From an optimization exercise on the open Yosys and OpenROAD flow, aimed at small area and a short achievable clock period; shortcuts taken in it are not production practice.
The RTL was checked by simulation tests, not by an equivalence proof against the original design.
Power and IR drop assume default switching activity.

`design/flow/design.v`:
```
package alu_opcodes_pkg;
localparam ALU_OP_WIDTH = 5;
localparam ALU_ADD  = 5'b00000;
localparam ALU_SUB  = 5'b01000;
localparam ALU_XOR  = 5'b00100;
localparam ALU_OR   = 5'b00110;
localparam ALU_AND  = 5'b00111;
localparam ALU_SRA  = 5'b01101;   
localparam ALU_SRL  = 5'b00101;   
localparam ALU_SLL  = 5'b00001;   
localparam ALU_LTS  = 5'b11100;   
localparam ALU_LTU  = 5'b11110;   
localparam ALU_GES  = 5'b11101;   
localparam ALU_GEU  = 5'b11111;   
localparam ALU_EQ   = 5'b11000;   
localparam ALU_NE   = 5'b11001;   
localparam ALU_SLTS = 5'b00010;   
localparam ALU_SLTU = 5'b00011;   
endpackage
package csr_pkg;
  localparam CSR_RW          = 3'b001;
  localparam CSR_RS          = 3'b010;
  localparam CSR_RC          = 3'b011;
  localparam CSR_RWI         = 3'b101;
  localparam CSR_RSI         = 3'b110;
  localparam CSR_RCI         = 3'b111;
  localparam MIE_ADDR        = 12'h304;
  localparam MTVEC_ADDR      = 12'h305;
  localparam MSCRATCH_ADDR   = 12'h340;
  localparam MEPC_ADDR       = 12'h341;
  localparam MCAUSE_ADDR     = 12'h342;
endpackage
package decoder_pkg;
  localparam LOAD_OPCODE     = 5'b00_000;
  localparam MISC_MEM_OPCODE = 5'b00_011;
  localparam OP_IMM_OPCODE   = 5'b00_100;
  localparam AUIPC_OPCODE    = 5'b00_101;
  localparam STORE_OPCODE    = 5'b01_000;
  localparam OP_OPCODE       = 5'b01_100;
  localparam LUI_OPCODE      = 5'b01_101;
  localparam BRANCH_OPCODE   = 5'b11_000;
  localparam JALR_OPCODE     = 5'b11_001;
  localparam JAL_OPCODE      = 5'b11_011;
  localparam SYSTEM_OPCODE   = 5'b11_100;
  localparam LDST_B          = 3'b000;
  localparam LDST_H          = 3'b001;
  localparam LDST_W          = 3'b010;
  localparam LDST_BU         = 3'b100;
  localparam LDST_HU         = 3'b101;
  localparam OP_A_RS1        = 2'b00;
  localparam OP_A_CURR_PC    = 2'b01;
  localparam OP_A_ZERO       = 2'b10;
  localparam OP_B_RS2        = 3'b000;
  localparam OP_B_IMM_I      = 3'b001;
  localparam OP_B_IMM_U      = 3'b010;
  localparam OP_B_IMM_S      = 3'b011;
  localparam OP_B_INCR       = 3'b100;
  localparam WB_EX_RESULT    = 2'd0;
  localparam WB_LSU_DATA     = 2'd1;
  localparam WB_CSR_DATA     = 2'd2;
endpackage
package memory_pkg;
  localparam INSTR_MEM_SIZE_BYTES = 512;
  localparam INSTR_MEM_SIZE_WORDS = INSTR_MEM_SIZE_BYTES / 4;
  localparam DATA_MEM_SIZE_BYTES  = 512;
  localparam DATA_MEM_SIZE_WORDS  = DATA_MEM_SIZE_BYTES / 4;
endpackage
module aoi222 (
  input  logic a1, a2, b1, b2, c1, c2,
  output logic y
);
  assign y = ~((a1 & a2) | (b1 & b2) | (c1 & c2));
endmodule
module aoi22 (
  input  logic a1, a2, b1, b2,
  output logic y
);
  assign y = ~((a1 & a2) | (b1 & b2));
endmodule
module mux2i (
  input  logic a, b, s,
  output logic y
);
  assign y = ~(s ? b : a);
endmodule
module mux2 (
  input  logic a, b, s,
  output logic y
);
  assign y = s ? b : a;
endmodule
module nand2 (
  input  logic a, b,
  output logic y
);
  assign y = ~(a & b);
endmodule
module nand3 (
  input  logic a, b, c,
  output logic y
);
  assign y = ~(a & b & c);
endmodule
module nor2 (
  input  logic a, b,
  output logic y
);
  assign y = ~(a | b);
endmodule
module aoi21 (
  input  logic a1, a2, b1,
  output logic y
);
  assign y = ~((a1 & a2) | b1);
endmodule
module xor2 (
  input  logic a, b,
  output logic y
);
  assign y = a ^ b;
endmodule
module xnor2 (
  input  logic a, b,
  output logic y
);
  assign y = ~(a ^ b);
endmodule
module agu_adder (
  input  logic [31:0] a_i,
  input  logic [31:0] az0_i,
  input  logic [31:0] az1_i,
  input  logic [31:0] b_i,
  output logic [31:0] s_o
);
  localparam int W = 32;
  localparam int L = 5;
  logic [W-1:0] g [0:L];
  logic [W-1:0] p [0:L];
  logic [W-1:0] p0;
  for (genvar j = 0; j < W; j++) begin : g_p0
    xor2 u (.a(a_i[j]), .b(b_i[j]), .y(p0[j]));
  end
  for (genvar j = 0; j < W; j++) begin : g_pg0
    aoi21 u_g (.a1(az0_i[j]), .a2(az1_i[j]), .b1(~b_i[j]), .y(g[0][j]));
    nand3 u_t (.a(az0_i[j]), .b(az1_i[j]), .c(~b_i[j]), .y(p[0][j]));
  end
  for (genvar k = 1; k <= L; k++) begin : g_lvl
    localparam int D = 1 << (k - 1);
    for (genvar j = 0; j < W; j++) begin : g_bit
      if (j < D) begin : g_pass
        assign g[k][j] = ~g[k-1][j];
        assign p[k][j] = 1'b0;
      end else if (j < 2 * D) begin : g_last
        if (k % 2 == 1) begin : g_a
          g_aoi u (.gh_i(g[k-1][j]), .ph_i(p[k-1][j]), .gl_i(g[k-1][j-D]), .g_o(g[k][j]));
        end else begin : g_o
          g_oai u (.gh_i(g[k-1][j]), .ph_i(p[k-1][j]), .gl_i(g[k-1][j-D]), .g_o(g[k][j]));
        end
        assign p[k][j] = 1'b0;
      end else if (k % 2 == 1) begin : g_aoi
        pg_aoi u (.gh_i(g[k-1][j]), .ph_i(p[k-1][j]), .gl_i(g[k-1][j-D]), .pl_i(p[k-1][j-D]),
                  .g_o(g[k][j]), .p_o(p[k][j]));
      end else begin : g_oai
        pg_oai u (.gh_i(g[k-1][j]), .ph_i(p[k-1][j]), .gl_i(g[k-1][j-D]), .pl_i(p[k-1][j-D]),
                  .g_o(g[k][j]), .p_o(p[k][j]));
      end
    end
  end
  assign s_o[0] = p0[0];
  for (genvar j = 1; j < W; j++) begin : g_sum
    xnor2 u (.a(p0[j]), .b(g[L][j-1]), .y(s_o[j]));
  end
endmodule
module pg_aoi (
  input  logic gh_i, ph_i, gl_i, pl_i,
  output logic g_o, p_o
);
  assign g_o = ~(gh_i | (ph_i & gl_i));
  assign p_o = ~(ph_i & pl_i);
endmodule
module pg_oai (
  input  logic gh_i, ph_i, gl_i, pl_i,
  output logic g_o, p_o
);
  assign g_o = ~(gh_i & (ph_i | gl_i));
  assign p_o = ~(ph_i | pl_i);
endmodule
module g_aoi (
  input  logic gh_i, ph_i, gl_i,
  output logic g_o
);
  assign g_o = ~(gh_i | (ph_i & gl_i));
endmodule
module g_oai (
  input  logic gh_i, ph_i, gl_i,
  output logic g_o
);
  assign g_o = ~(gh_i & (ph_i | gl_i));
endmodule
module bk_adder #(
  parameter int W = 32
) (
  input  logic [W-1:0] a_i,
  input  logic [W-1:0] b_i,
  input  logic         c_i,
  output logic [W-1:0] s_o,
  output logic [W-1:0] p_o,      
  output logic [W-1:0] g_o,      
  output logic         c_o
);
  localparam int L = (W > 16) ? 5 : (W > 8) ? 4 : (W > 4) ? 3 : (W > 2) ? 2 : 1;
  logic [W-1:0] p0, g, p;
  always_comb begin
    p0 = a_i ^ b_i;
    g  = a_i & b_i;
    p  = p0;
    g[0] = g[0] | (p[0] & c_i);
    for (int d = 0; d < L; d++) begin
      for (int j = (2 << d) - 1; j < W; j += (2 << d)) begin
        g[j] = g[j] | (p[j] & g[j - (1 << d)]);
        p[j] = p[j] & p[j - (1 << d)];
      end
    end
    for (int d = L - 2; d >= 0; d--) begin
      for (int j = 3 * (1 << d) - 1; j < W; j += (2 << d)) begin
        g[j] = g[j] | (p[j] & g[j - (1 << d)]);
        p[j] = p[j] & p[j - (1 << d)];
      end
    end
  end
  assign s_o = p0 ^ {g[W-2:0], c_i};
  assign p_o = p0;
  assign g_o = a_i & b_i;
  assign c_o = g[W-1];
endmodule
module alu (
  input  logic [31:0] a_i,
  input  logic [31:0] b_i,
  input  logic [2:0]  f3_i,       
  input  logic        alt_i,      
  input  logic        sub_i,      
  output logic [31:0] sum_o,      
  output logic [31:0] shr_o,      
  output logic [31:0] p_o,        
  output logic [31:0] g_o,        
  output logic        slt_o       
);
  logic [31:0] bx, sum, p, g;
  logic        carry;
  assign bx = b_i ^ {32{sub_i}};
  bk_adder #(.W(32)) adder (
    .a_i (a_i),
    .b_i (bx),
    .c_i (sub_i),
    .s_o (sum),
    .p_o (p),
    .g_o (g),
    .c_o (carry)
  );
  logic ltu, lts;
  assign ltu = !carry;
  assign lts = (a_i[31] ^ b_i[31]) ? a_i[31] : sum[31];
  assign sum_o = sum;
  logic        shl, fill;
  logic [31:0] x [0:5];
  assign shl  = !f3_i[2];
  assign fill = alt_i & !shl & a_i[31];
  for (genvar i = 0; i < 32; i++) begin : g_rev_in
    mux2i u (.a(a_i[i]), .b(a_i[31 - i]), .s(shl), .y(x[0][i]));
  end
  for (genvar k = 0; k < 5; k++) begin : g_lvl
    localparam int D = 1 << k;
    logic f;
    assign f = (k % 2 == 0) ? !fill : fill;
    for (genvar i = 0; i < 32; i++) begin : g_bit
      if (i + D < 32) begin : g_m
        mux2i u (.a(x[k][i]), .b(x[k][i + D]), .s(b_i[k]), .y(x[k+1][i]));
      end else begin : g_f
        mux2i u (.a(x[k][i]), .b(f), .s(b_i[k]), .y(x[k+1][i]));
      end
    end
  end
  assign shr_o = x[5];
  assign p_o   = p;
  assign g_o   = g;
  assign slt_o = f3_i[0] ? ltu : lts;
endmodule
module register_file (
  input  logic        clk_i,
  input  logic        we_i,
  input  logic [4:0]  ra1_i,
  input  logic [4:0]  ra2_i,
  input  logic [4:0]  wa_i,
  input  logic [31:0] wd_i,
  output logic [31:0] rd1_o,
  output logic [31:0] rd2_o,
  output logic [31:0] rd1_z0_o,    
  output logic [31:0] rd1_z1_o
);
  logic [31:0]  rf [1:31];
  logic [991:0] rows;
  always_ff @(posedge clk_i) begin
    for (int r = 1; r < 32; r++)
      if (we_i && wa_i == r[4:0]) rf[r] <= wd_i;
  end
  always_comb begin
    for (int r = 1; r < 32; r++) rows[32*(r-1) +: 32] = rf[r];
  end
  rf_read_port port1 (.addr_i(ra1_i), .rows_i(rows), .data_o(rd1_o), .z0_o(rd1_z0_o), .z1_o(rd1_z1_o));
  rf_read_port port2 (.addr_i(ra2_i), .rows_i(rows), .data_o(rd2_o), .z0_o(), .z1_o());
endmodule
module rf_read_port (
  input  logic [4:0]   addr_i,
  input  logic [991:0] rows_i,
  output logic [31:0]  data_o,
  output logic [31:0]  z0_o,
  output logic [31:0]  z1_o
);
  logic [30:0] sel;
  always_comb begin
    for (int r = 1; r < 32; r++) sel[r-1] = (addr_i == r[4:0]);
  end
  for (genvar b = 0; b < 32; b++) begin : g_bit
    logic [30:0] col;
    for (genvar r = 0; r < 31; r++) begin : g_row
      assign col[r] = rows_i[32*r + b];
    end
    rf_read_bit u_bit (.sel_i(sel), .col_i(col), .data_o(data_o[b]), .z0_o(z0_o[b]), .z1_o(z1_o[b]));
  end
endmodule
module rf_read_bit (
  input  logic [30:0] sel_i,
  input  logic [30:0] col_i,
  output logic        data_o,
  output logic        z0_o,       
  output logic        z1_o
);
  logic [10:0] n;
  for (genvar k = 0; k < 10; k++) begin : g_aoi
    aoi222 u_aoi (
      .a1(sel_i[3*k]),   .a2(col_i[3*k]),
      .b1(sel_i[3*k+1]), .b2(col_i[3*k+1]),
      .c1(sel_i[3*k+2]), .c2(col_i[3*k+2]),
      .y (n[k])
    );
  end
  nand2 u_t30 (.a(sel_i[30]), .b(col_i[30]), .y(n[10]));
  logic [3:0] x;
  logic [1:0] z;
  nand3 u_x0 (.a(n[0]), .b(n[1]), .c(n[2]), .y(x[0]));
  nand3 u_x1 (.a(n[3]), .b(n[4]), .c(n[5]), .y(x[1]));
  nand3 u_x2 (.a(n[6]), .b(n[7]), .c(n[8]), .y(x[2]));
  nand2 u_x3 (.a(n[9]), .b(n[10]), .y(x[3]));
  nor2  u_z0 (.a(x[0]), .b(x[1]), .y(z[0]));
  nor2  u_z1 (.a(x[2]), .b(x[3]), .y(z[1]));
  nand2 u_d  (.a(z[0]), .b(z[1]), .y(data_o));
  assign z0_o = z[0];
  assign z1_o = z[1];
endmodule
module csr_controller (
  input  logic        clk_i,
  input  logic        rst_i,
  input  logic        trap_i,
  input  logic        illegal_i,    
  input  logic        we_i,         
  input  logic [2:0]  op_i,         
  input  logic [11:0] addr_i,
  input  logic [31:0] pc_i,
  input  logic [31:0] rs1_i,
  input  logic [4:0]  zimm_i,
  output logic [31:0] rdata_o,
  output logic        mie16_o,
  output logic [31:0] mtvec_o,
  output logic [31:0] mepc_o
);
  logic [31:0] mie, mtvec, mscratch, mepc, mcause;
  logic sel_mie, sel_mtvec, sel_mscratch, sel_mepc, sel_mcause;
  assign sel_mie      = (addr_i == 12'h304);
  assign sel_mtvec    = (addr_i == 12'h305);
  assign sel_mscratch = (addr_i == 12'h340);
  assign sel_mepc     = (addr_i == 12'h341);
  assign sel_mcause   = (addr_i == 12'h342);
  for (genvar b = 0; b < 32; b++) begin : g_rd
    logic n0, n1;
    aoi222 u0 (.a1(sel_mie), .a2(mie[b]), .b1(sel_mtvec), .b2(mtvec[b]),
               .c1(sel_mscratch), .c2(mscratch[b]), .y(n0));
    aoi22  u1 (.a1(sel_mepc), .a2(mepc[b]), .b1(sel_mcause), .b2(mcause[b]), .y(n1));
    assign rdata_o[b] = ~(n0 & n1);
  end
  logic [31:0] src, wdata;
  assign src = op_i[2] ? {27'd0, zimm_i} : rs1_i;
  always_comb begin
    case (op_i[1:0])
      2'd1:    wdata = src;
      2'd2:    wdata = src | rdata_o;
      default: wdata = ~src & rdata_o;
    endcase
  end
  logic keep, take_trap, take_wr;
  assign keep      = !rst_i;
  assign take_trap = trap_i && !rst_i;
  assign take_wr   = !trap_i && !rst_i;
  logic [31:0] wdata_r, mepc_d, mcause_d, trap_cause;
  assign wdata_r    = wdata & {32{keep}};
  assign trap_cause = illegal_i ? 32'h0000_0002 : 32'h8000_0010;
  assign mepc_d     = (pc_i & {32{take_trap}}) | (wdata & {32{take_wr}});
  assign mcause_d   = (trap_cause & {32{take_trap}}) | (wdata & {32{take_wr}});
  always_ff @(posedge clk_i) begin
    if (rst_i || (we_i && sel_mie))               mie      <= wdata_r;
    if (rst_i || (we_i && sel_mtvec))             mtvec    <= wdata_r;
    if (rst_i || (we_i && sel_mscratch))          mscratch <= wdata_r;
    if (rst_i || trap_i || (we_i && sel_mepc))    mepc     <= mepc_d;
    if (rst_i || trap_i || (we_i && sel_mcause))  mcause   <= mcause_d;
  end
  assign mie16_o = mie[16];
  assign mtvec_o = mtvec;
  assign mepc_o  = mepc;
endmodule
module lsu (
  input  logic [2:0]  size_i,      
  input  logic [1:0]  addr_i,      
  input  logic [31:0] wd_i,        
  input  logic [31:0] rd_i,        
  output logic [3:0]  be_o,
  output logic [31:0] wd_o,
  output logic [31:0] ld_o
);
  always_comb begin
    case (size_i[1:0])
      2'd0:    be_o = 4'b0001 << addr_i;
      2'd1:    be_o = addr_i[1] ? 4'b1100 : 4'b0011;
      default: be_o = 4'b1111;
    endcase
  end
  always_comb begin
    case (size_i[1:0])
      2'd0:    wd_o = {4{wd_i[7:0]}};
      2'd1:    wd_o = {2{wd_i[15:0]}};
      default: wd_o = wd_i;
    endcase
  end
  logic [7:0]  ld_byte;
  logic [15:0] ld_half;
  assign ld_byte = rd_i[8*addr_i +: 8];
  assign ld_half = addr_i[1] ? rd_i[31:16] : rd_i[15:0];
  always_comb begin
    case (size_i[1:0])
      2'd0:    ld_o = {{24{ld_byte[7] & !size_i[2]}}, ld_byte};
      2'd1:    ld_o = {{16{ld_half[15] & !size_i[2]}}, ld_half};
      default: ld_o = rd_i;
    endcase
  end
endmodule
module branch_cmp (
  input  logic [31:0] a_i,
  input  logic [31:0] b_i,
  input  logic [2:0]  f3_i,
  output logic        taken_o
);
  logic sgn, eq, lt;
  assign sgn = !f3_i[1];
  assign eq  = (a_i == b_i);
  assign lt  = {a_i[31] ^ sgn, a_i[30:0]} < {b_i[31] ^ sgn, b_i[30:0]};
  assign taken_o = (f3_i[2] ? lt : eq) ^ f3_i[0];
endmodule
module rv32_core_lsu (
  input  logic        clk_i,
  input  logic        rst_i,
  input  logic [31:0] instr_i,
  output logic [31:0] instr_addr_o,
  output logic        mem_req_o,
  output logic        mem_we_o,
  output logic [ 3:0] mem_be_o,
  output logic [31:0] mem_addr_o,
  output logic [31:0] mem_wd_o,
  input  logic [31:0] mem_rd_i,
  input  logic        mem_ready_i,
  input  logic        irq_req_i,
  output logic        irq_ret_o
);
  logic [31:0] pc;
  logic        exc_h, irq_h;    
  logic        lsu_busy;        
  logic [31:0] ins;
  assign ins = instr_i;
  logic [4:0] opc;
  logic [2:0] f3;
  logic [6:0] f7;
  assign opc = ins[6:2];
  assign f3  = ins[14:12];
  assign f7  = ins[31:25];
  logic q;
  assign q = (ins[1:0] == 2'b11);
  logic op_load, op_misc, op_imm, op_auipc, op_store, op_op, op_lui, op_br, op_jalr, op_jal, op_sys;
  assign op_load  = q && opc == 5'b00000;
  assign op_misc  = q && opc == 5'b00011;
  assign op_imm   = q && opc == 5'b00100;
  assign op_auipc = q && opc == 5'b00101;
  assign op_store = q && opc == 5'b01000;
  assign op_op    = q && opc == 5'b01100;
  assign op_lui   = q && opc == 5'b01101;
  assign op_br    = q && opc == 5'b11000;
  assign op_jalr  = q && opc == 5'b11001;
  assign op_jal   = q && opc == 5'b11011;
  assign op_sys   = q && opc == 5'b11100;
  logic f7_zero, f7_alt;
  assign f7_zero = (f7 == 7'h00);
  assign f7_alt  = (f7 == 7'h20);
  logic ld_ok, st_ok, br_ok, op_ok, imm_ok, csr_ok, is_mret;
  assign ld_ok   = !(f3 == 3'd3 || f3 == 3'd6 || f3 == 3'd7);
  assign st_ok   = (f3 == 3'd0 || f3 == 3'd1 || f3 == 3'd2);
  assign br_ok   = !(f3 == 3'd2 || f3 == 3'd3);
  assign op_ok   = f7_zero || (f7_alt && (f3 == 3'd0 || f3 == 3'd5));
  assign imm_ok  = (f3 == 3'd1) ? f7_zero : (f3 == 3'd5) ? (f7_zero || f7_alt) : 1'b1;
  assign csr_ok  = !(f3 == 3'd0 || f3 == 3'd4);
  assign is_mret = (ins == 32'h3020_0073);
  logic is_load, is_store, is_alu, is_alui, is_branch, is_jalr, is_csr;
  assign is_load   = op_load  && ld_ok;
  assign is_store  = op_store && st_ok;
  assign is_alu    = op_op    && op_ok;
  assign is_alui   = op_imm   && imm_ok;
  assign is_branch = op_br    && br_ok;
  assign is_jalr   = op_jalr  && f3 == 3'd0;
  assign is_csr    = op_sys   && csr_ok;
  logic legal, illegal;
  assign legal = is_load || is_store || is_alu || is_alui || is_branch || is_jalr || is_csr ||
                 op_jal || op_lui || op_auipc || (op_misc && f3 == 3'd0) || is_mret;
  assign illegal = !legal;
  logic gpr_we;
  assign gpr_we = is_load || is_alu || is_alui || is_jalr || is_csr || op_jal || op_lui || op_auipc;
  logic mie16, irq, trap;
  assign irq  = irq_req_i && mie16 && legal && !exc_h && !irq_h;
  assign trap = irq || illegal;
  assign irq_ret_o = is_mret && !exc_h;
  always_ff @(posedge clk_i) begin
    if (rst_i) begin
      exc_h <= 1'b0;
      irq_h <= 1'b0;
    end else begin
      exc_h <= !is_mret && (illegal || exc_h);
      irq_h <= !irq_ret_o && (irq || irq_h);
    end
  end
  logic [31:0] imm_i, imm_s, imm_b, imm_j, imm_u;
  assign imm_i = {{20{ins[31]}}, ins[31:20]};
  assign imm_s = {{20{ins[31]}}, ins[31:25], ins[11:7]};
  assign imm_b = {{19{ins[31]}}, ins[31], ins[7], ins[30:25], ins[11:8], 1'b0};
  assign imm_j = {{11{ins[31]}}, ins[31], ins[19:12], ins[20], ins[30:21], 1'b0};
  assign imm_u = {ins[31:12], 12'h000};
  logic [31:0] rd1, rd2, wd, rd1_z0, rd1_z1;
  logic        stall;
  register_file rf (
    .clk_i (clk_i),
    .we_i  (gpr_we && !trap && !stall),
    .ra1_i (ins[19:15]),
    .ra2_i (ins[24:20]),
    .wa_i  (ins[11:7]),
    .wd_i  (wd),
    .rd1_o (rd1),
    .rd2_o (rd2),
    .rd1_z0_o (rd1_z0),
    .rd1_z1_o (rd1_z1)
  );
  logic [31:0] agu;
  agu_adder agu_add (
    .a_i (rd1),
    .az0_i (rd1_z0),
    .az1_i (rd1_z1),
    .b_i (op_store ? imm_s : imm_i),
    .s_o (agu)
  );
  logic [31:0] alu_sum, alu_shr, alu_p, alu_g, alu_a, alu_b, imm_x;
  logic        alu_slt;
  logic        use_pc, taken;
  assign use_pc = op_br || op_jal || op_auipc;
  assign alu_a  = use_pc ? pc : rd1;
  assign imm_x  = op_br ? imm_b : op_jal ? imm_j : op_auipc ? imm_u : imm_i;
  assign alu_b  = op_op ? rd2 : imm_x;
  alu alu_i (
    .a_i      (alu_a),
    .b_i      (alu_b),
    .f3_i     (f3),
    .alt_i    (f7[5]),
    .sub_i    ((op_op || op_imm) && (f3 == 3'd2 || f3 == 3'd3 || (op_op && f7[5] && f3 == 3'd0))),
    .sum_o    (alu_sum),
    .shr_o    (alu_shr),
    .p_o      (alu_p),
    .g_o      (alu_g),
    .slt_o    (alu_slt)
  );
  branch_cmp cmp (
    .a_i     (rd1),
    .b_i     (rd2),
    .f3_i    (f3),
    .taken_o (taken)
  );
  logic [31:0] csr_rdata, mtvec, mepc;
  csr_controller csr (
    .clk_i     (clk_i),
    .rst_i     (rst_i),
    .trap_i    (trap),
    .illegal_i (illegal),
    .we_i      (is_csr),
    .op_i      (f3),
    .addr_i    (ins[31:20]),
    .pc_i      (pc),
    .rs1_i     (rd1),
    .zimm_i    (ins[19:15]),
    .rdata_o   (csr_rdata),
    .mie16_o   (mie16),
    .mtvec_o   (mtvec),
    .mepc_o    (mepc)
  );
  logic [31:0] pc_inc, pc_tgt, pc_next;
  assign pc_inc = pc + 32'd4;
  assign pc_tgt = alu_sum;
  logic s_mepc, s_mtvec, s_jalr, s_tgt, s_inc;
  assign s_mepc  = !rst_i && is_mret;
  assign s_mtvec = !rst_i && !is_mret && trap;
  assign s_jalr  = !rst_i && !trap && is_jalr;
  assign s_tgt   = !rst_i && !trap && (op_jal || (is_branch && taken));
  assign s_inc   = !rst_i && !is_mret && !trap && !is_jalr && !op_jal && !(is_branch && taken);
  for (genvar i = 0; i < 32; i++) begin : g_pc
    logic n0, n1;
    aoi222 u0 (.a1(s_mepc), .a2(mepc[i]), .b1(s_mtvec), .b2(mtvec[i]),
               .c1(s_jalr), .c2(i == 0 ? 1'b0 : agu[i]), .y(n0));
    aoi22  u1 (.a1(s_tgt), .a2(pc_tgt[i]), .b1(s_inc), .b2(pc_inc[i]), .y(n1));
    assign pc_next[i] = ~(n0 & n1);
  end
  always_ff @(posedge clk_i) begin
    if (rst_i || !stall) pc <= pc_next;
  end
  assign instr_addr_o = pc;
  logic [31:0] ld_data;
  assign mem_req_o  = (is_load || is_store) && !trap;
  assign mem_we_o   = is_store && !trap;
  assign mem_addr_o = agu;
  assign stall      = mem_req_o && !(lsu_busy && mem_ready_i);
  always_ff @(posedge clk_i) begin
    if (rst_i) lsu_busy <= 1'b0;
    else       lsu_busy <= stall;
  end
  lsu lsu_i (
    .size_i (f3),
    .addr_i (agu[1:0]),
    .wd_i   (rd2),
    .rd_i   (mem_rd_i),
    .be_o   (mem_be_o),
    .wd_o   (mem_wd_o),
    .ld_o   (ld_data)
  );
  logic s_ld, s_csr, s_lui, s_sum, s_link, s_shr, s_shl, s_p, s_g, s_slt, s_alu;
  assign s_alu  = op_op || op_imm;
  assign s_ld   = op_load;
  assign s_csr  = op_sys;
  assign s_lui  = op_lui;
  assign s_sum  = op_auipc || (s_alu && f3 == 3'd0);
  assign s_link = op_jal || op_jalr;
  assign s_shr  = s_alu && f3 == 3'd5;
  assign s_shl  = s_alu && f3 == 3'd1;
  assign s_p    = s_alu && (f3 == 3'd4 || f3 == 3'd6);
  assign s_g    = s_alu && (f3 == 3'd6 || f3 == 3'd7);
  assign s_slt  = s_alu && (f3 == 3'd2 || f3 == 3'd3);
  for (genvar i = 0; i < 32; i++) begin : g_wb
    logic n0, n1, n2;
    aoi222 u0 (.a1(s_ld), .a2(ld_data[i]), .b1(s_csr), .b2(csr_rdata[i]),
               .c1(s_sum), .c2(alu_sum[i]), .y(n0));
    aoi222 u1 (.a1(s_link), .a2(pc_inc[i]), .b1(s_shr), .b2(alu_shr[i]),
               .c1(s_shl), .c2(alu_shr[31 - i]), .y(n1));
    if (i == 0) begin : g_b0
      aoi222 u2 (.a1(s_p), .a2(alu_p[i]), .b1(s_g), .b2(alu_g[i]),
                 .c1(s_slt), .c2(alu_slt), .y(n2));
    end else if (i < 12) begin : g_lo
      aoi22  u2 (.a1(s_p), .a2(alu_p[i]), .b1(s_g), .b2(alu_g[i]), .y(n2));
    end else begin : g_hi
      aoi222 u2 (.a1(s_p), .a2(alu_p[i]), .b1(s_g), .b2(alu_g[i]),
                 .c1(s_lui), .c2(imm_u[i]), .y(n2));
    end
    nand3 u3 (.a(n0), .b(n1), .c(n2), .y(wd[i]));
  end
endmodule
```
`design/flow/flow/run.sh`:
```
#!/bin/bash
# Standard ORFS layout (the standard.sh, unchanged synthesis), with:
#  - combinational cells put at their smallest drive strength before floorplanning
#    (flow/downsize.tcl, through ORFS's PRE_FLOORPLAN_TCL hook); the repair steps
#    size up what timing, slew and capacitance need;
#  - denser global placement;
#  - small port buffers (every port still gets one);
#  - smaller clock buffers in larger clusters.
# Each step's full log is in synth.log / layout.log here and in orfs/logs/.
set -euo pipefail
bash standard.sh synth > synth.log 2>&1
bash standard.sh SETUP_SLACK_MARGIN=11.75 TNS_END_PERCENT=5 PLACE_DENSITY=0.72 \
  "PRE_FLOORPLAN_TCL=$PWD/flow/downsize.tcl" \
  "BUFFER_PORTS_ARGS=-buffer_cell sky130_fd_sc_hd__buf_2" \
  CTS_CLUSTER_SIZE=16 CTS_CLUSTER_DIAMETER=40 CTS_BUF_LIST=sky130_fd_sc_hd__clkbuf_8 \
  finish > layout.log 2>&1
```
`design/flow/flow/downsize.tcl`:
```
# Sourced by ORFS's floorplan step (PRE_FLOORPLAN_TCL), after it loads the synthesized
# netlist: put every combinational cell at the smallest drive strength of its function.
# The floorplan, placement and CTS repair steps then size up what timing, slew and
# capacitance need. Flip-flops are left as synthesis made them.
set db [ord::get_db]
set n 0
set saved 0
foreach inst [[ord::get_db_block] getInsts] {
  set master [$inst getMaster]
  set name [$master getName]
  if {![regexp {^(sky130_fd_sc_hd__[a-z0-9]+)_([0-9]+)$} $name -> base size]} { continue }
  if {[regexp {df|dl|sdf|edf|conb|tap|fill|decap|diode} $base]} { continue }
  set best $master
  set best_area [expr {[$master getWidth] * [$master getHeight]}]
  foreach s {0 1 2 4 6 8 12 16} {
    set cand [$db findMaster "${base}_$s"]
    if {$cand == "NULL" || $cand == ""} { continue }
    set a [expr {[$cand getWidth] * [$cand getHeight]}]
    if {$a < $best_area} {
      set best $cand
      set best_area $a
    }
  }
  if {$best != $master} {
    set saved [expr {$saved + [$master getWidth] * [$master getHeight] - $best_area}]
    $inst swapMaster $best
    incr n
  }
}
puts "downsize: $n cells set to their smallest drive strength, [expr {$saved / 1e6}] um2 less"
```
`design/flow/standard.sh`:
```
#!/bin/bash
# synth_recipe.tcl (not shown) runs the flow's synth.tcl, then flattens the netlist and writes it again
# the make line also repeats each setting of config.mk as NAME=value (left out here)
make -C /OpenROAD-flow-scripts/flow DESIGN_CONFIG=/design/flow/config.mk WORK_HOME=/design/flow/orfs CLKGATE_MAP_FILE= SYNTH_SCRIPT=/design/flow/synth_recipe.tcl "${@:-finish}"
```
`design/flow/config.mk`:
```
export PLATFORM = sky130hd
export DESIGN_NAME = rv32_core_lsu
export DESIGN_NICKNAME = rv32_core_lsu
export VERILOG_FILES = /design/flow/design.v
export SDC_FILE = /design/flow/constraint.sdc
export NUM_CORES = 4
export LEC_CHECK = 0
export CAP_MARGIN = 10
export CORE_MARGIN = 2
export CORE_UTILIZATION = 54
export SLEW_MARGIN = 10
export SYNTH_HIERARCHICAL = 1
```
`design/flow/constraint.sdc`:
```
create_clock -name core_clock -period 25.0 [get_ports {clk_i}]
set_input_delay 5.0000 -clock core_clock [delete_from_list [all_inputs] [get_ports {clk_i}]]
set_output_delay 5.0000 -clock core_clock [all_outputs]
set_load 0.01 [all_outputs]
```
==> results of run 1 <==
==> cells in the final DEF (no fill, tap or decap), types with 14 or more instances in the layout <==
master and n:
nand3b_1 35, nor2_1 243, nor2_2 86, o21ai_0 68, edfxtp_1 1184, nand3_1 255
xnor2_1 35, a22oi_1 83, and3b_1 27, o22ai_1 19, nand2b_1 15, xor2_1 87
buf_2 163, clkinv_4 18, clkinv_2 14, nand4_1 25, o21ai_1 25, mux2i_1 213
fa_1 17, inv_6 19, a21oi_1 91, mux2_2 35, inv_8 14, a222oi_1 789
ha_1 66, nor2b_1 52, nand2_1 442, nand3_2 32, buf_12 17, buf_4 170
clkbuf_8 142, o21a_1 29, clkinvlp_4 15, inv_1 126, o221ai_1 35, a21oi_2 47
nor2_4 70, buf_6 21
==> worst max-delay path, cell delays in order <==
cell	delay, ns
buf_2	0.39
or3_1	0.38
nor2_2	0.07
buf_4	0.29
a222oi_1	0.44
nand3_1	0.32
nor2_2	0.46
nand2_1	0.51
mux2i_1	0.33
o21ai_2	0.17
buf_2	0.20
==> final cells by class <==
cell class / instances / share of cell area [%]
clock inverter: 112 / 1.55
antenna: 10 / 0.0369
inverter: 120 / 0.670
multi-input combinational: 3147 / 35.6
clock buffer: 140 / 2.84
timing repair buffer: 377 / 4.07
tap: 1414 / 2.61
sequential: 1187 / 52.6
==> layer usage <==
layer	vias up	GRT usage, %	share of wire [%]
met1	24890	58.6	33
met2	5232	64.7	41
met5	-	0	0.020
li1	20432	-	-
met3	939	18.1	18
met4	6	29.4	8.3
==> what timing repair did <==
item,4_1_cts,5_1_grt
pin swaps,33,67
hold buffers,0,0
resized for setup,219,137
setup endpoints to repair,50,79
buffers inserted,14,8
==> power groups by stage <==
stage,combinational [mW],clock [mW],sequential [mW]
2_1_floorplan,0.399,0,2.24
3_3_place_gp,0.748,0,2.25
3_5_place_dp,0.749,0,2.25
4_1_cts,0.783,1.44,2.20
5_1_grt,0.871,1.52,2.21
6_report,0.858,1.44,2.21
==> per-stage QoR <==
stage               total power [mW]  utilization (%)  cell area [µm²]
CTS                             4.43             61.8            67100
floorplan                       2.64                -            58900
global route                    4.60             62.4            67700
global placement                3.00             58.1            63100
finish                          4.51             62.4            67700
detailed placement              3.00             58.1            63100
==> registers in the layout, indices dropped and copies added (netlist names) <==
| signal | cells |
|---|---|
| csr.mepc | 32 |
| rf.rf | 992 |
| irq_h | 1 |
| csr.mscratch | 32 |
| exc_h | 1 |
| pc | 32 |
| lsu_busy | 1 |
| csr.mie | 32 |
| csr.mtvec | 32 |
| csr.mcause | 32 |
==> final timing paths <==
check,from,endpoint,slack (ns),cells past startpoint
hold / removal,irq_h$_SDFF_PP0_,irq_h$_SDFF_PP0_,0.49,2
hold reg to reg,irq_h$_SDFF_PP0_,irq_h$_SDFF_PP0_,0.49,2
setup / recovery,instr_i[22],mem_wd_o[31],11.39,11
setup reg to reg,rf.rf[10][0]$_DFFE_PP_,rf.rf[20][0]$_DFFE_PP_,16.97,26
==> flow_summary.toml, run 1 <==
[timing]
setup_viol = 0
fin_crit_ns = 13.61
slew_headroom_pct = 3.65
finalSetupTns_ns = 0
tightest_slew_ns = 1.43
report.final.slew_viol_count = 0
finalHoldViolCount = 0
hold_slack_ns = 0.486
setup_slack_ns = 11.39
timing.final.crit_share_pct = 54.5
finalClockSkew_ns = 0.0978
fmax_mhz = 73.5
rsz0062_at_grt = "true"

[placed_design]
numPortBuffers = 170
post-place-cells = 6223
gp_congestion = 1.08
dp_hpwl_mm = 172
place_ws_ns = 10.72

[critical_path]
worst_ep_required_time_ns = 20.00
startpoint_type = "primary input"
critPathArrivalTime_ns = 8.61
crit_type = "primary input to output port"
crit_path_max_fanout = 32
end_kind = "output port"

[clocking]
cts_tree = "yes"
clock-root-buffer = "clkbuf_8"
clkLatencyLatePin_ns = 0.90
cts.clk_slew.worst_paths_ns = 0.06
cts_inserted_buffers = 138
clockBufferDepth = 3
cts_sinks = 1187
htreeDepth = 4

[floorplanning]
rows = 121
io_pins = 171
die_w_um = 334
die_area_um2 = 112000
start_util_pct = 54.2
core_area_um2 = 109000
die_y_um = 334

[grt]
track_usage_pct = 45.8
first_global_vias = 46583
grt_max_degree = 89
grt_pass1_wl_mm = 357
antenna_found_initial = 13
grt-ovfl-total = 0

[yosys]
postSynthNetCount = 4706
syn-instance-count = 4554
ys_warn_count = 20

[pwr]
power.leakage_nw = 24.9
irDropWorstVdd_mv = 0.0688
p_seq_share_pct = 48.9
p_comb_share_pct = 19.0
p_sw_share_pct = 31.6
p_switching_mw = 1.42
intPower_mw = 3.08
pwr-share-clk_pct = 32.0
powerDensity_nw_per_um2 = 66.5

[route]
wl_per_cell_um = 40.6
drc = 0
wl_mm = 264
drtPass1Iterations = 16
routed_via_density = 7.91
detail_route.iter0.violations = 13846
ant_nets = 0
vias = 51499

[status]
status = "timing/DRC/antenna clean"

[final_layout]
instances_no_fill = 6507
multi_input_area_um2 = 24100
seq_area_um2 = 35600
drive_gt1_share_pct = 19.2
n_fill_cell = 8419
nNetsFinal = 5123

[flow_run]
maxCapViolations = 0

[min_path]
hold_class = "flip-flop to flip-flop"
==> inputs of run 2 (changes only) <==
--- a/design/flow/design.v
+++ b/design/flow/design.v
@@ -125,8 +125,19 @@
 );
   assign y = ~(a ^ b);
 endmodule
+module and2 (
+  input  logic a, b,
+  output logic y
+);
+  assign y = a & b;
+endmodule
+module and3 (
+  input  logic a, b, c,
+  output logic y
+);
+  assign y = a & b & c;
+endmodule
 module agu_adder (
-  input  logic [31:0] a_i,
   input  logic [31:0] az0_i,
   input  logic [31:0] az1_i,
   input  logic [31:0] b_i,
@@ -137,8 +148,10 @@
   logic [W-1:0] g [0:L];
   logic [W-1:0] p [0:L];
   logic [W-1:0] p0;
+  logic [W-1:0] a_loc;
   for (genvar j = 0; j < W; j++) begin : g_p0
-    xor2 u (.a(a_i[j]), .b(b_i[j]), .y(p0[j]));
+    nand2 u_a (.a(az0_i[j]), .b(az1_i[j]), .y(a_loc[j]));
+    xor2  u_p (.a(a_loc[j]), .b(b_i[j]), .y(p0[j]));
   end
   for (genvar j = 0; j < W; j++) begin : g_pg0
     aoi21 u_g (.a1(az0_i[j]), .a2(az1_i[j]), .b1(~b_i[j]), .y(g[0][j]));
@@ -295,7 +308,9 @@
   output logic [31:0] rd1_o,
   output logic [31:0] rd2_o,
   output logic [31:0] rd1_z0_o,    
-  output logic [31:0] rd1_z1_o
+  output logic [31:0] rd1_z1_o,
+  output logic [31:0] rd2_z0_o,    
+  output logic [31:0] rd2_z1_o
 );
   logic [31:0]  rf [1:31];
   logic [991:0] rows;
@@ -307,7 +322,7 @@
     for (int r = 1; r < 32; r++) rows[32*(r-1) +: 32] = rf[r];
   end
   rf_read_port port1 (.addr_i(ra1_i), .rows_i(rows), .data_o(rd1_o), .z0_o(rd1_z0_o), .z1_o(rd1_z1_o));
-  rf_read_port port2 (.addr_i(ra2_i), .rows_i(rows), .data_o(rd2_o), .z0_o(), .z1_o());
+  rf_read_port port2 (.addr_i(ra2_i), .rows_i(rows), .data_o(rd2_o), .z0_o(rd2_z0_o), .z1_o(rd2_z1_o));
 endmodule
 module rf_read_port (
   input  logic [4:0]   addr_i,
@@ -419,7 +434,8 @@
 module lsu (
   input  logic [2:0]  size_i,      
   input  logic [1:0]  addr_i,      
-  input  logic [31:0] wd_i,        
+  input  logic [31:0] wz0_i,       
+  input  logic [31:0] wz1_i,
   input  logic [31:0] rd_i,        
   output logic [3:0]  be_o,
   output logic [31:0] wd_o,
@@ -432,12 +448,23 @@
       default: be_o = 4'b1111;
     endcase
   end
-  always_comb begin
-    case (size_i[1:0])
-      2'd0:    wd_o = {4{wd_i[7:0]}};
-      2'd1:    wd_o = {2{wd_i[15:0]}};
-      default: wd_o = wd_i;
-    endcase
+  logic sb, sh, sw;
+  assign sb = (size_i[1:0] == 2'd0);
+  assign sh = (size_i[1:0] == 2'd1);
+  assign sw = size_i[1];
+  for (genvar i = 0; i < 8; i++) begin : g_wd
+    logic l1a, l1b, l2a, l2b, l3a, l3b, l3c;
+    nand2 u0 (.a(wz0_i[i]), .b(wz1_i[i]), .y(wd_o[i]));
+    nand3 u1a (.a(sb),  .b(wz0_i[i]),      .c(wz1_i[i]),      .y(l1a));
+    nand3 u1b (.a(!sb), .b(wz0_i[8 + i]),  .c(wz1_i[8 + i]),  .y(l1b));
+    and2  u1 (.a(l1a), .b(l1b), .y(wd_o[8 + i]));
+    nand3 u2a (.a(!sw), .b(wz0_i[i]),      .c(wz1_i[i]),      .y(l2a));
+    nand3 u2b (.a(sw),  .b(wz0_i[16 + i]), .c(wz1_i[16 + i]), .y(l2b));
+    and2  u2 (.a(l2a), .b(l2b), .y(wd_o[16 + i]));
+    nand3 u3a (.a(sb),  .b(wz0_i[i]),      .c(wz1_i[i]),      .y(l3a));
+    nand3 u3b (.a(sh),  .b(wz0_i[8 + i]),  .c(wz1_i[8 + i]),  .y(l3b));
+    nand3 u3c (.a(sw),  .b(wz0_i[24 + i]), .c(wz1_i[24 + i]), .y(l3c));
+    and3  u3 (.a(l3a), .b(l3b), .c(l3c), .y(wd_o[24 + i]));
   end
   logic [7:0]  ld_byte;
   logic [15:0] ld_half;
@@ -547,7 +574,7 @@
   assign imm_b = {{19{ins[31]}}, ins[31], ins[7], ins[30:25], ins[11:8], 1'b0};
   assign imm_j = {{11{ins[31]}}, ins[31], ins[19:12], ins[20], ins[30:21], 1'b0};
   assign imm_u = {ins[31:12], 12'h000};
-  logic [31:0] rd1, rd2, wd, rd1_z0, rd1_z1;
+  logic [31:0] rd1, rd2, wd, rd1_z0, rd1_z1, rd2_z0, rd2_z1;
   logic        stall;
   register_file rf (
     .clk_i (clk_i),
@@ -559,11 +586,12 @@
     .rd1_o (rd1),
     .rd2_o (rd2),
     .rd1_z0_o (rd1_z0),
-    .rd1_z1_o (rd1_z1)
+    .rd1_z1_o (rd1_z1),
+    .rd2_z0_o (rd2_z0),
+    .rd2_z1_o (rd2_z1)
   );
   logic [31:0] agu;
   agu_adder agu_add (
-    .a_i (rd1),
     .az0_i (rd1_z0),
     .az1_i (rd1_z1),
     .b_i (op_store ? imm_s : imm_i),
@@ -643,7 +671,8 @@
   lsu lsu_i (
     .size_i (f3),
     .addr_i (agu[1:0]),
-    .wd_i   (rd2),
+    .wz0_i  (rd2_z0),
+    .wz1_i  (rd2_z1),
     .rd_i   (mem_rd_i),
     .be_o   (mem_be_o),
     .wd_o   (mem_wd_o),
==> run 2 against run 1 <==
Effect of this change: register-to-register slack better by 0.07 ns; final cell count up 0.48%; non-clock buffer count down 6; still clean.
==> flow_summary.toml, run 2 <==
[final_layout]
n_fill_cell = 8378
largest_register_ffs = 992
nNetsFinal = 5166
largest_register = "rf.rf"
drive_gt1_share_pct = 17.5
final_cell_mix = "1184 x edfxtp_1, 789 x a222oi_1, 463 x nand2_1, 320 x nand3_1, 251 x nor2_1"
final_core_util_pct = 62.5
final_common_cell = "edfxtp_1"

[clocking]
clockBufferDepth = 3
htreeDepth = 4
cts_sinks = 1187
hold_buffers = 0
cts_inserted_buffers = 135
cts_tree = "yes"
cts.clk_slew.worst_paths_ns = 0.08
clock-root-buffer = "clkbuf_8"
clkLatencyLatePin_ns = 0.90

[route]
ant_nets = 0
routed_via_density = 7.91
wl_per_cell_um = 40.1
drc = 0
drtPass1Iterations = 15
vias = 51721
detail_route.iter0.violations = 13387
wl_mm = 262

[critical_path]
worst_ep_required_time_ns = 20.00
critPathLaunch = "instr_i[17]"
crit_path_max_fanout = 32
crit_type = "primary input to output port"
end_kind = "output port"
critPathArrivalTime_ns = 8.44
r2r_setup_slack_ns = 17.04
worstSetupEndpoint = "mem_addr_o[30]"
reg2reg_depth = 25
rr_startpoint = "rf.rf[7][0]$_DFFE_PP_"
startpoint_type = "primary input"
reg2reg_to = "rf.rf[16][0]$_DFFE_PP_"

[grt]
grt_max_degree = 69
first_global_vias = 47394
antenna_found_initial = 7
track_usage_pct = 45.5
grt-ovfl-total = 0
grt_pass1_wl_mm = 359

[pwr]
powerDensity_nw_per_um2 = 67.3
power.leakage_nw = 25.1
power_mw = 4.57
irDropWorstVdd_mv = 0.0690

[floorplanning]
io_pins = 171
rows = 121
die_w_um = 335
die_area_um2 = 112000
die_y_um = 335
start_util_pct = 54.3
core_area_um2 = 109000

[timing]
fin_crit_ns = 13.44
finalSetupTns_ns = 0
rsz0062_at_grt = "true"
finalClockSkew_ns = 0.0601
setup_viol = 0
timing.final.crit_share_pct = 53.7
tightest_slew_ns = 1.27
slew_headroom_pct = 15.0
finalHoldViolCount = 0
fmax_mhz = 74.4
report.final.slew_viol_count = 0

[yosys]
postSynthNetCount = 4743
syn-instance-count = 4591
ys_warn_count = 20

[status]
status = "timing/DRC/antenna clean"

[min_path]
hold_class = "flip-flop to flip-flop"

[flow_run]
maxCapViolations = 0

[placed_design]
gp_congestion = 1.10
dp_hpwl_mm = 172
numPortBuffers = 170
[run 2: cell count changes in the layout (fill, tap and decap cells not counted), moves of 19 or more]
cell,change
mux2_2,-23
nand2_1,+21
mux2_1,+20
nor2_2,-19
nand3_1,+65
a21oi_1,+19
o211ai_1,+19
[run 2: worst min path at each step]
stage                                 from                to  depth (start not counted)
after floorplan           irq_h$_SDFF_PP0_  irq_h$_SDFF_PP0_                          1
after global placement    irq_h$_SDFF_PP0_  irq_h$_SDFF_PP0_                          1
after detailed placement  irq_h$_SDFF_PP0_  irq_h$_SDFF_PP0_                          1
after CTS                 irq_h$_SDFF_PP0_  irq_h$_SDFF_PP0_                          1
after global routing      irq_h$_SDFF_PP0_  irq_h$_SDFF_PP0_                          1
final                     irq_h$_SDFF_PP0_  irq_h$_SDFF_PP0_                          1
[run 2: timing repair]
item                                    CTS  global route
endpoints found under the setup margin   35            67
resized for setup                       135           161
pin swaps                                15            86
buffers inserted                         10            18
[run 2: per-stage QoR]
stage	worst slack, ns	cell area, µm²	hold slack (ns)	instances
floorplan	11.68	59100	0.441	4591
global placement	10.73	63300	0.448	6263
detailed placement	10.67	63300	0.457	6263
CTS	11.53	67000	0.475	6516
global route	11.52	68000	0.506	6536
finish	11.56	68000	0.482	6538
[run 2: layout make-up]
cell class                 instances  area, µm²  area share [%]
tap                             1414       1770            2.60
multi-input combinational       3204      24300            35.7
timing repair buffer             371       2750            4.05
sequential                      1187      35600            52.4
clock buffer                     136       1870            2.75
inverter                         115        435           0.641
antenna                            4       10.0          0.0147
clock inverter                   107       1240            1.83
[run 2: report_power, final]
group / leakage [nW] / switching (mW) / total, mW / internal [mW]
logic: 11.8 / 0.604 / 0.854 / 0.250
clock network: 1.52 / 0.789 / 1.51 / 0.725
registers: 11.8 / 0.0173 / 2.21 / 2.19
[run 2: critical path: stages]
cell,delay [ns]
buf_6,0.17
nand3b_1,0.13
buf_4,0.16
nor2_2,0.05
buf_8,0.20
a222oi_1,0.42
nand3_1,0.31
nor2_4,0.28
nand3_1,0.21
a21oi_4,0.29
inv_1,0.13
a21oi_2,0.29
o21ai_1,0.14
a21oi_1,0.23
xnor2_2,0.19
buf_2,0.19
[run 2: per-layer routing]
| layer | share of wire (%) | track usage (%) |
|---|---|---|
| met4 | 8.8 | 31.0 |
| met1 | 32 | 57.0 |
| met5 | 0.053 | 0.825 |
| met3 | 17 | 16.1 |
| met2 | 42 | 66.4 |
==> inputs of run 3 (changes only) <==
--- a/design/flow/flow/run.sh
+++ b/design/flow/flow/run.sh
@@ -9,8 +9,8 @@
 # Each step's full log is in synth.log / layout.log here and in orfs/logs/.
 set -euo pipefail
 bash standard.sh synth > synth.log 2>&1
-bash standard.sh SETUP_SLACK_MARGIN=11.75 TNS_END_PERCENT=5 PLACE_DENSITY=0.72 \
+bash standard.sh SETUP_SLACK_MARGIN=11.75 TNS_END_PERCENT=5 PLACE_DENSITY=0.75 \
   "PRE_FLOORPLAN_TCL=$PWD/flow/downsize.tcl" \
   "BUFFER_PORTS_ARGS=-buffer_cell sky130_fd_sc_hd__buf_2" \
-  CTS_CLUSTER_SIZE=16 CTS_CLUSTER_DIAMETER=40 CTS_BUF_LIST=sky130_fd_sc_hd__clkbuf_8 \
+  CTS_CLUSTER_SIZE=19 CTS_CLUSTER_DIAMETER=45 CTS_BUF_LIST=sky130_fd_sc_hd__clkbuf_8 \
   finish > layout.log 2>&1
==> run 3 against run 2 <==
Effect of this change: sequential share of layout area increased by 0.15 points; critical endpoint is now rf.rf[1][0]$_DFFE_PP_; critical path type is now primary input to flip-flop; largest cell class unchanged; sequential power about the same; global-route usage decreased by 1.2 points; critical path depth increased by 14; synthesized cell count unchanged; hold slack got worse by 0.011 ns; still clean; largest power group unchanged; count of clock-buffer cells in the layout decreased by 22; first-iteration DRC count increased by 6.7%.
==> flow_summary.toml, run 3 <==
[timing]
fin_crit_ns = 13.52
slew_headroom_pct = 9.96
finalClockSkew_ns = 0.0776
setup_viol = 0
timing.final.crit_share_pct = 54.1
hold_slack_ns = 0.471
tightest_slew_ns = 1.35
report.final.slew_viol_count = 0
finalHoldViolCount = 0
finalSetupTns_ns = 0
fmax_mhz = 74.0
setup_slack_ns = 11.48
rsz0062_at_grt = "true"

[route]
routed_via_density = 8.00
drc = 0
drtPass1Iterations = 15
ant_nets = 0
wl_mm = 258
vias = 52190
wl_per_cell_um = 39.5
detail_route.iter0.violations = 14284

[clocking]
cts_tree = "yes"
clkLatencyLatePin_ns = 0.89
htreeDepth = 3
clockBufferDepth = 3
cts.clk_slew.worst_paths_ns = 0.10
cts_inserted_buffers = 113
hold_buffers = 0
clock-root-buffer = "clkbuf_8"
cts_sinks = 1187

[final_layout]
multi_input_area_um2 = 24400
largest_register = "rf.rf"
final_common_cell = "edfxtp_1"
final_cell_area_um2 = 67800
drive_gt1_share_pct = 18.2
final_core_util_pct = 62.3
seq_area_um2 = 35600
nNetsFinal = 5149
n_fill_cell = 8344
largest_register_ffs = 992
final_cell_mix = "1184 x edfxtp_1, 789 x a222oi_1, 462 x nand2_1, 307 x nand3_1, 245 x nor2_1"

[grt]
grt_pass1_wl_mm = 351
grt_max_degree = 77
antenna_found_initial = 8
met2_usage_pct = 63.9
grtUsageMet1_pct = 54.8
grt-busiest-layer = "met2"
met3_usage_pct = 16.8
track_usage_pct = 44.4
grt-ovfl-total = 0
first_global_vias = 47413

[critical_path]
end_kind = "flip-flop"
critPathLaunch = "instr_i[24]"
worst_ep_required_time_ns = 25.61
slowest_delay_ns = 0.60
rr_startpoint = "rf.rf[13][0]$_DFFE_PP_"
crit_type = "primary input to flip-flop"
critPathArrivalTime_ns = 14.13
critPathSlowestCell = "o2111ai_1"
startpoint_type = "primary input"
crit_path_max_fanout = 33

[floorplanning]
die_y_um = 335
die_w_um = 335
start_util_pct = 54.3
core_area_um2 = 109000
io_pins = 171
rows = 121
die_area_um2 = 112000

[flow_run]
maxCapViolations = 0

[yosys]
syn-instance-count = 4591
postSynthNetCount = 4743
ys_warn_count = 20

[placed_design]
numPortBuffers = 170
placed_cell_area_um2 = 63200
dp_hpwl_mm = 169
place_ws_ns = 10.72
gp_congestion = 1.15

[min_path]
min_from = "irq_h$_SDFF_PP0_"
hold_class = "flip-flop to flip-flop"

[pwr]
irDropWorstVdd_mv = 0.0667
power.leakage_nw = 25.1
powerDensity_nw_per_um2 = 65.2

[status]
status = "timing/DRC/antenna clean"
[run 3: cell type report]
cell class,instances,area share (%)
Antenna cell,13,0.0480
Clock buffer,114,2.32
Timing Repair Buffer,376,4.20
Inverter,115,0.639
Tap cell,1414,2.61
Clock inverter,99,1.60
Multi-Input combinational cell,3204,36.0
Sequential cell,1187,52.6
[run 3: final timing paths]
| kind | endpoint | slack (ns) | cells past startpoint |
|---|---|---|---|
| setup / recovery | rf.rf[1][0]$_DFFE_PP_ | 11.48 | 30 |
| hold / removal | irq_h$_SDFF_PP0_ | 0.47 | 1 |
| setup reg to reg | rf.rf[1][0]$_DFFE_PP_ | 16.58 | 26 |
| hold reg to reg | irq_h$_SDFF_PP0_ | 0.47 | 1 |
[run 3: critical path, delay by kind of cell]
kind	cells	cell delay, ns
AND/OR/NAND/NOR	8	2.51
AO/OA/AOI/OAI	8	2.46
buffers and inverters	7	1.50
adder cells (fa/ha/maj)	4	1.35
XOR/XNOR	2	0.96
multiplexers	1	0.25
[run 3: report_power, final]
group	internal, mW	switching (mW)	leakage, nW
Sequential	2.19	0.0168	11.8
Clock	0.563	0.788	1.33
Combinational	0.253	0.607	12.0
Total	3.00	1.41	25.1
[run 3: metal layers]
| layer | vias to the layer above | part of all wire [%] |
|---|---|---|
| li1 | 20589 | - |
| met1 | 25035 | 32 |
| met2 | 5463 | 41 |
| met3 | 1101 | 17 |
| met4 | 2 | 9.4 |
| met5 | - | 0.0027 |
[run 3: metrics by stage]
stage	std cells	total power, mW
global placement	6255	2.99
CTS	6479	4.33
floorplan	4591	2.64
finish	6522	4.42
global route	6512	4.50
detailed placement	6255	3.00
[run 3: what timing repair did]
item,in CTS,in global routing
pin swaps,23,97
resized for setup,176,182
setup buffers,11,30
endpoints found under the setup margin,35,185
hold endpoints to repair,0,0

[re-timing with driven ports]
The results above use ideal ports. As a check the final layouts listed here were re-extracted and re-timed, cells and wires unchanged.
Step 1, drivers: a clkbuf_16 drives clk_i and a buf_2 each remaining input, both assumed.
Step 2, shift: input delay + t, output delay - t, t = (earliest + latest rising clock arrival at the registers) / 2. This alone moves slack from input paths to output paths.
Slacks: no drivers / after step 1 / after step 2; pairs: no drivers / after step 1.
run	t, ns	setup WS [ns]	slew at the worst register clock pin (ns)
run 1	0.925	11.386 / 11.365 / 10.980	0.10 / 0.10
run 2	0.933	11.565 / 11.523 / 11.129	0.10 / 0.10
run 3	0.922	11.483 / 11.509 / 10.601	0.12 / 0.12
After both steps every run listed still meets setup and hold. For run 3, which loses most, drivers alone change the setup slack by +0.026 ns; drivers and shift together by -0.882 ns.
